Source: an optimization exercise on an open RTL-to-GDS flow (aim: small area). Production flows keep margins and buffers that such runs may drop.
The RTL was checked by simulation tests, not by an equivalence proof against the original design.
No driver is modelled on the clock port, so clocking that relies on it looks cheaper here than on a real chip.
Power figures rest on the tool's default switching activity, not on a simulated workload.

==> flow/design.v <==
module sync_controller(
	input clk,
	input rst,
	input bkgd_in,
	input start_sync,
	output [19:0] count,       
	output inverted,
	output [19:0] sync_length,
	output reg ready,
	output reg [2:0] state
);
localparam S_IDLE = 3'd0;
localparam S_SENDING_SYNC = 3'd1;
localparam S_WAITING_FOR_SETTLE = 3'd2;
localparam S_WAITING_FOR_PULL_LOW = 3'd3;
localparam S_COUNTING_SYNC = 3'd4;
reg [19:0] cnt;
assign inverted = state == S_SENDING_SYNC || state == S_WAITING_FOR_SETTLE ||
	(state == S_IDLE && !ready);
assign count = cnt;
assign sync_length = inverted ? 20'd6500 : cnt;
wire down_zero = &cnt[12:0];
wire [19:0] cnt_inc = cnt + 1'd1;
always @(posedge clk) begin
	if (rst) begin
		state <= S_IDLE;
		cnt <= ~20'd6500;
		ready <= 0;
	end else if (start_sync) begin
		state <= S_SENDING_SYNC;
		cnt <= ~20'd6500;
		ready <= 0;
	end else begin
		case (state)
		S_SENDING_SYNC:
			if (down_zero) begin
				state <= S_WAITING_FOR_SETTLE;
				cnt[12:0] <= ~13'h0f;
			end else
				cnt <= cnt_inc;
		S_WAITING_FOR_SETTLE:
			if (down_zero) begin
				state <= S_WAITING_FOR_PULL_LOW;
				cnt <= 20'd0;
			end else
				cnt <= cnt_inc;
		S_WAITING_FOR_PULL_LOW:
			if (!bkgd_in)
				state <= S_COUNTING_SYNC;
		S_COUNTING_SYNC:
			if (bkgd_in) begin
				state <= S_IDLE;
				ready <= 1;
			end else
				cnt <= cnt_inc;
		default: ;
		endcase
	end
end
endmodule
module bdc_clk_pulse_generator(
	input clk,
	input rst,
	output bdc_clk_pulse,
	input [19:0] sync_length,
	input set_sync_length
);
reg [13:0] counter;
reg [19:0] target_time;  
reg [6:0] frac;
reg carry;
reg stall;
assign bdc_clk_pulse = counter == 0;
reg at_end;
integer i;
always @(*) begin
	at_end = 1'b0;
	for (i = 0; i < 13; i = i + 1)
		at_end = (counter[i] & !target_time[7 + i]) | (counter[i] & at_end) | (!target_time[7 + i] & at_end);
	at_end = at_end | counter[13];
end
reg [7:0] frac_sum;
reg fc;
always @(*) begin
	fc = 1'b0;
	for (i = 0; i < 7; i = i + 1) begin
		frac_sum[i] = frac[i] ^ target_time[i] ^ fc;
		fc = (frac[i] & target_time[i]) | (fc & (frac[i] ^ target_time[i]));
	end
	frac_sum[7] = fc;
end
always @(posedge clk) begin
	if (rst) begin
		counter <= 0;
		target_time <= 0;
		frac <= 0;
		carry <= 0;
		stall <= 0;
	end else if (set_sync_length) begin
		target_time <= sync_length;
		frac <= sync_length[6:0];
		carry <= 0;
		stall <= 0;
		if (stall)
			counter <= counter + 1'd1;
	end else if (at_end && carry && !stall) begin
		stall <= 1;
	end else if (at_end) begin
		counter <= 0;
		stall <= 0;
		{carry, frac} <= frac_sum;
	end else begin
		counter <= counter + 1'd1;
	end
end
endmodule
module bdm(
	input clk,
	input rst,
	input bkgd_in,
	output bkgd_out,
	output bkgd_is_high_z,
	output mcu_pwr,
	output mcu_vpp,
	input do_read,
	input do_write,
	input do_start_mcu,
	input do_stop_mcu,
	input do_delay,
	input do_echo_test,
	input do_enable_vpp,
	input do_disable_vpp,
	input do_echo_sync_value,
	input do_resync,
	input [7:0] data_in,
	output [7:0] data_out,
	output ready,
	output reg valid,
	output [3:0] debug
);
localparam ST_IDLE        = 4'd0;
localparam ST_BOOT_SEND   = 4'd3;   
localparam ST_BOOT_STABLE = 4'd8;   
localparam ST_SYNC_START  = 4'd11;   
localparam ST_SYNCING     = 4'd1;
localparam ST_W_SEND      = 4'd9;
localparam ST_W_WAIT      = 4'd13;   
localparam ST_R_RX        = 4'd15;
localparam ST_R_REPLY     = 4'd7;   
localparam ST_R_BIT       = 4'd5;
localparam ST_R_DONE      = 4'd4;
localparam ST_ONE         = 4'd14;  
localparam ST_DELAY       = 4'd2;
localparam ST_ESYNC_HI    = 4'd12;
localparam ST_ESYNC_LO    = 4'd6;
localparam ST_SET_CLOCK   = 4'd10;  
reg [3:0] state;
reg [3:0] tclk;
reg [8:0] data;
reg pwr;
reg vpp_enabled;
wire [19:0] sync_count;
wire [19:0] sync_cnt;
wire sync_inverted;
wire [2:0] sync_state;
wire sync_ready;
wire bdc_clk_pulse;
sync_controller sync_controller(
	.clk(clk),
	.rst(rst || do_stop_mcu || do_resync),
	.bkgd_in(bkgd_in),
	.start_sync(state == ST_SYNC_START),
	.count(sync_cnt),
	.inverted(sync_inverted),
	.sync_length(sync_count),
	.ready(sync_ready),
	.state(sync_state)
);
bdc_clk_pulse_generator bdc_clk_pulse_generator(
	.clk(clk),
	.rst(rst),
	.bdc_clk_pulse(bdc_clk_pulse),
	.sync_length(sync_count),
	.set_sync_length(state == ST_SET_CLOCK)
);
assign debug = {1'b0, sync_state};
assign bkgd_out = 1'd0;
assign mcu_pwr = pwr;
assign mcu_vpp = vpp_enabled;
wire sync_sending = sync_state == 3'd1;
assign bkgd_is_high_z = !(state == ST_BOOT_SEND || state == ST_W_WAIT || state == ST_R_REPLY ||
	((state == ST_SYNC_START || state == ST_SYNCING) && sync_sending));
assign ready = (state == ST_IDLE || state == ST_SET_CLOCK) && !do_start_mcu && !do_stop_mcu && !do_read && !do_write &&
	!do_delay && !do_echo_test && !do_echo_sync_value && !do_resync;
wire echo_hi = state == ST_ESYNC_HI;
wire echo_lo = state == ST_ESYNC_LO;
wire [7:0] out_sel =
	echo_hi ? {sync_cnt[15:13] & {3{!sync_inverted}}, sync_cnt[12:8]} :
	echo_lo ? sync_cnt[7:0] :
	data[7:0];
assign data_out = out_sel ^ {{3{echo_lo && sync_inverted}}, {5{(echo_hi || echo_lo) && sync_inverted}}};
wire [10:0] timer = {data[6:0], tclk};
wire timer_zero = timer == 11'd0;
wire tclk_zero = tclk == 4'd0;
wire [10:0] timer_dec = timer - 1'd1;
wire load_cmd = do_start_mcu | do_read | do_write | do_delay | do_echo_test;
wire [3:0] state_cmd =
	({4{do_start_mcu}} & ST_BOOT_SEND) |
	({4{do_read}} & ST_R_RX) |
	({4{do_write}} & ST_W_SEND) |
	({4{do_delay}} & ST_DELAY) |
	({4{do_echo_test}} & ST_ONE) |
	({4{do_echo_sync_value}} & ST_ESYNC_HI) |
	({4{do_resync}} & ST_SYNC_START);
wire [12:0] load_value =
	({13{do_start_mcu}} & {2'd0, 11'd1451}) |
	({13{do_read}} & {9'd1, 4'd0}) |
	({13{do_write}} & {data_in, 1'b1, 4'd0}) |
	({13{do_delay}} & {5'd0, data_in[3:0], 4'd0}) |
	({13{do_echo_test}} & {1'b0, data_in, 4'd0});
reg [3:0] fsm_state;
reg [8:0] fsm_data;
reg [3:0] fsm_tclk;
reg set_pwr;
always @(*) begin
	fsm_state = ST_IDLE;
	fsm_data = data;
	fsm_tclk = tclk;
	set_pwr = 1'b0;
	case (state)
	ST_BOOT_SEND: begin
		set_pwr = timer == 11'd1201;
		if (timer_zero) begin
			fsm_state = ST_BOOT_STABLE;
			{fsm_data[6:0], fsm_tclk} = 11'd501;
		end else begin
			fsm_state = ST_BOOT_SEND;
			{fsm_data[6:0], fsm_tclk} = timer_dec;
		end
	end
	ST_BOOT_STABLE:
		if (timer_zero)
			fsm_state = ST_SYNC_START;
		else begin
			fsm_state = ST_BOOT_STABLE;
			{fsm_data[6:0], fsm_tclk} = timer_dec;
		end
	ST_SYNC_START, ST_SYNCING:
		fsm_state = sync_ready ? ST_SET_CLOCK : ST_SYNCING;
	ST_W_SEND, ST_W_WAIT, ST_R_RX, ST_R_REPLY, ST_R_BIT: begin
		fsm_state = state;
		if (!tclk_zero) begin
			if (bdc_clk_pulse)
				fsm_tclk = timer_dec[3:0];
		end else case (state)
		ST_W_SEND:
			if (data[7:0] != 8'd0) begin
				fsm_state = ST_W_WAIT;
				fsm_tclk = data[8] ? 4'd4 : 4'd14;
			end else
				fsm_state = ST_ONE;
		ST_W_WAIT: begin
			fsm_state = ST_W_SEND;
			fsm_tclk = data[8] ? 4'd14 : 4'd4;
			fsm_data = {data[7:0], 1'b0};
		end
		ST_R_RX:
			if (!data[8]) begin
				fsm_state = ST_R_REPLY;
				fsm_tclk = 4'd3;
			end else
				fsm_state = ST_R_DONE;
		ST_R_REPLY: begin
			fsm_state = ST_R_BIT;
			fsm_tclk = 4'd7;
		end
		default: begin  
			fsm_state = ST_R_RX;
			fsm_tclk = 4'd6;
			fsm_data = {data[7:0], bkgd_in};
		end
		endcase
	end
	ST_DELAY:
		if (!timer_zero) begin
			fsm_state = ST_DELAY;
			{fsm_data[6:0], fsm_tclk} = timer_dec;
		end
	ST_ESYNC_HI:
		fsm_state = ST_ESYNC_LO;
	default: ;  
	endcase
end
always @(posedge clk) begin
	valid <= !rst && (do_echo_test || do_echo_sync_value || state == ST_ESYNC_HI || state == ST_R_DONE);
	if (rst) begin
		state <= ST_IDLE;
		vpp_enabled <= 0;
		pwr <= 0;
	end else begin
		state <= state_cmd | fsm_state;
		if (load_cmd)
			{data, tclk} <= load_value;
		else
			{data, tclk} <= {fsm_data, fsm_tclk};
		if (do_enable_vpp)
			vpp_enabled <= 1;
		if (do_disable_vpp)
			vpp_enabled <= 0;
		if (state == ST_IDLE && sync_state == 3'd0 && !sync_ready)
			pwr <= 0;
		if (set_pwr)
			pwr <= 1;
	end
end
endmodule
Settings: LEC_CHECK=0, CAP_MARGIN=20, CORE_MARGIN=2, CORE_UTILIZATION=40, CTS_BUF_LIST=sky130_fd_sc_hd__clkbuf_8, SLEW_MARGIN=20; clock period 5.0 ns.
standard.sh (not shown) runs the stock make flow with config.mk's settings and CLKGATE_MAP_FILE= SYNTH_SCRIPT=/design/flow/synth_recipe.tcl, a recipe that flattens the netlist after the stock synthesis.
==> flow/flow/run.sh <==
#!/bin/bash
# Own layout flow: the standard flow (standard.sh) with these changes.
# 1. Synthesis: ABC maps the combinational logic with an area-oriented script
#    (abc_area.script) in place of ORFS's delay-oriented abc_speed.script; the
#    script copy below differs from ORFS's scripts in that one file only.
#    Everything before ABC (registers, their names and cells) is unchanged.
# 2. Placement: the port buffers that buffer_ports adds are buf_1 cells.
# 3. Clock tree: clkbuf_8 buffers (as config.mk's CTS_BUF_LIST) and no dummy
#    loads; the other clock_tree_synthesis options are ORFS's defaults.
# Every other step is the standard flow's. Each tool's output goes to a log
# here (run_synth.log, run_layout.log) and under orfs/logs/.
set -euo pipefail
W=$(pwd)
S="$W/orfs_scripts_area"
rm -rf "$S"
cp -r "$FLOW_HOME/scripts" "$S"
cp "$W/flow/abc_area.script" "$S/abc_speed.script"
bash "$W/standard.sh" SCRIPTS_DIR="$S" synth > "$W/run_synth.log" 2>&1
bash "$W/standard.sh" \
  BUFFER_PORTS_ARGS="-buffer_cell sky130_fd_sc_hd__buf_1" \
  CTS_ARGS="-sink_clustering_enable -repair_clock_nets -buf_list sky130_fd_sc_hd__clkbuf_8 -dont_use_dummy_load" \
  finish > "$W/run_layout.log" 2>&1
==> flow/flow/abc_area.script <==
strash
&get -n
&deepsyn -J 200 -T 250
&put
&get -n
&dch -f
&nf -R 1000 -F 10
&put
Rerun with:
--- a/flow/design.v
+++ b/flow/design.v
@@ -82,13 +82,13 @@
 reg [7:0] frac_sum;
 reg fc;
 always @(*) begin
 	fc = 1'b0;
 	for (i = 0; i < 7; i = i + 1) begin
 		frac_sum[i] = frac[i] ^ target_time[i] ^ fc;
-		fc = (frac[i] & target_time[i]) | (fc & (frac[i] ^ target_time[i]));
+		fc = (frac[i] & target_time[i]) | (frac[i] & fc) | (target_time[i] & fc);
 	end
 	frac_sum[7] = fc;
 end
 always @(posedge clk) begin
 	if (rst) begin
 		counter <= 0;
@@ -136,27 +136,27 @@
 	output [7:0] data_out,
 	output ready,
 	output reg valid,
 	output [3:0] debug
 );
 localparam ST_IDLE        = 4'd0;
-localparam ST_BOOT_SEND   = 4'd3;   
-localparam ST_BOOT_STABLE = 4'd8;   
-localparam ST_SYNC_START  = 4'd11;   
+localparam ST_BOOT_SEND   = 4'd9;   
+localparam ST_BOOT_STABLE = 4'd14;   
+localparam ST_SYNC_START  = 4'd13;   
 localparam ST_SYNCING     = 4'd1;
-localparam ST_W_SEND      = 4'd9;
-localparam ST_W_WAIT      = 4'd13;   
-localparam ST_R_RX        = 4'd15;
-localparam ST_R_REPLY     = 4'd7;   
-localparam ST_R_BIT       = 4'd5;
-localparam ST_R_DONE      = 4'd4;
-localparam ST_ONE         = 4'd14;  
-localparam ST_DELAY       = 4'd2;
-localparam ST_ESYNC_HI    = 4'd12;
-localparam ST_ESYNC_LO    = 4'd6;
-localparam ST_SET_CLOCK   = 4'd10;  
+localparam ST_W_SEND      = 4'd15;
+localparam ST_W_WAIT      = 4'd4;   
+localparam ST_R_RX        = 4'd6;
+localparam ST_R_REPLY     = 4'd8;   
+localparam ST_R_BIT       = 4'd10;
+localparam ST_R_DONE      = 4'd2;
+localparam ST_ONE         = 4'd12;  
+localparam ST_DELAY       = 4'd7;
+localparam ST_ESYNC_HI    = 4'd3;
+localparam ST_ESYNC_LO    = 4'd5;
+localparam ST_SET_CLOCK   = 4'd11;  
 reg [3:0] state;
 reg [3:0] tclk;
 reg [8:0] data;
 reg pwr;
 reg vpp_enabled;
 wire [19:0] sync_count;
Wire length shrinks by a few percent.
Clock power is about the same.
Setup slack loses 340 ps.
Power grows slightly.
Clock skew shrinks by 7.2 ps.
Area after synthesis shrinks slightly.
Non-clock buffer count grows by 1.

-- what the ideal ports hide --
Ports are ideal in the flow. The routed layouts listed here were re-timed in OpenROAD.
Step 1 sets driving cells, clkbuf_16 on the clock port and buf_2 on the other inputs (assumed; they add their load-dependent delay and slew).
Step 2 times the ports against the registers' clock, not the clock port: input delays grow and output delays shrink by t, the midpoint of the rising clock arrivals with the driver on.
a / b / c = ideal / step 1 / step 2; a / b = the first two.
run	t (ns)	setup slack, ns	clock arrival spread, ns
the first run	0.381	0.751 / 0.751 / 0.751	0.030 / 0.031
the second run	0.390	0.407 / 0.407 / 0.407	0.022 / 0.023
After both steps every run listed still meets setup and hold.
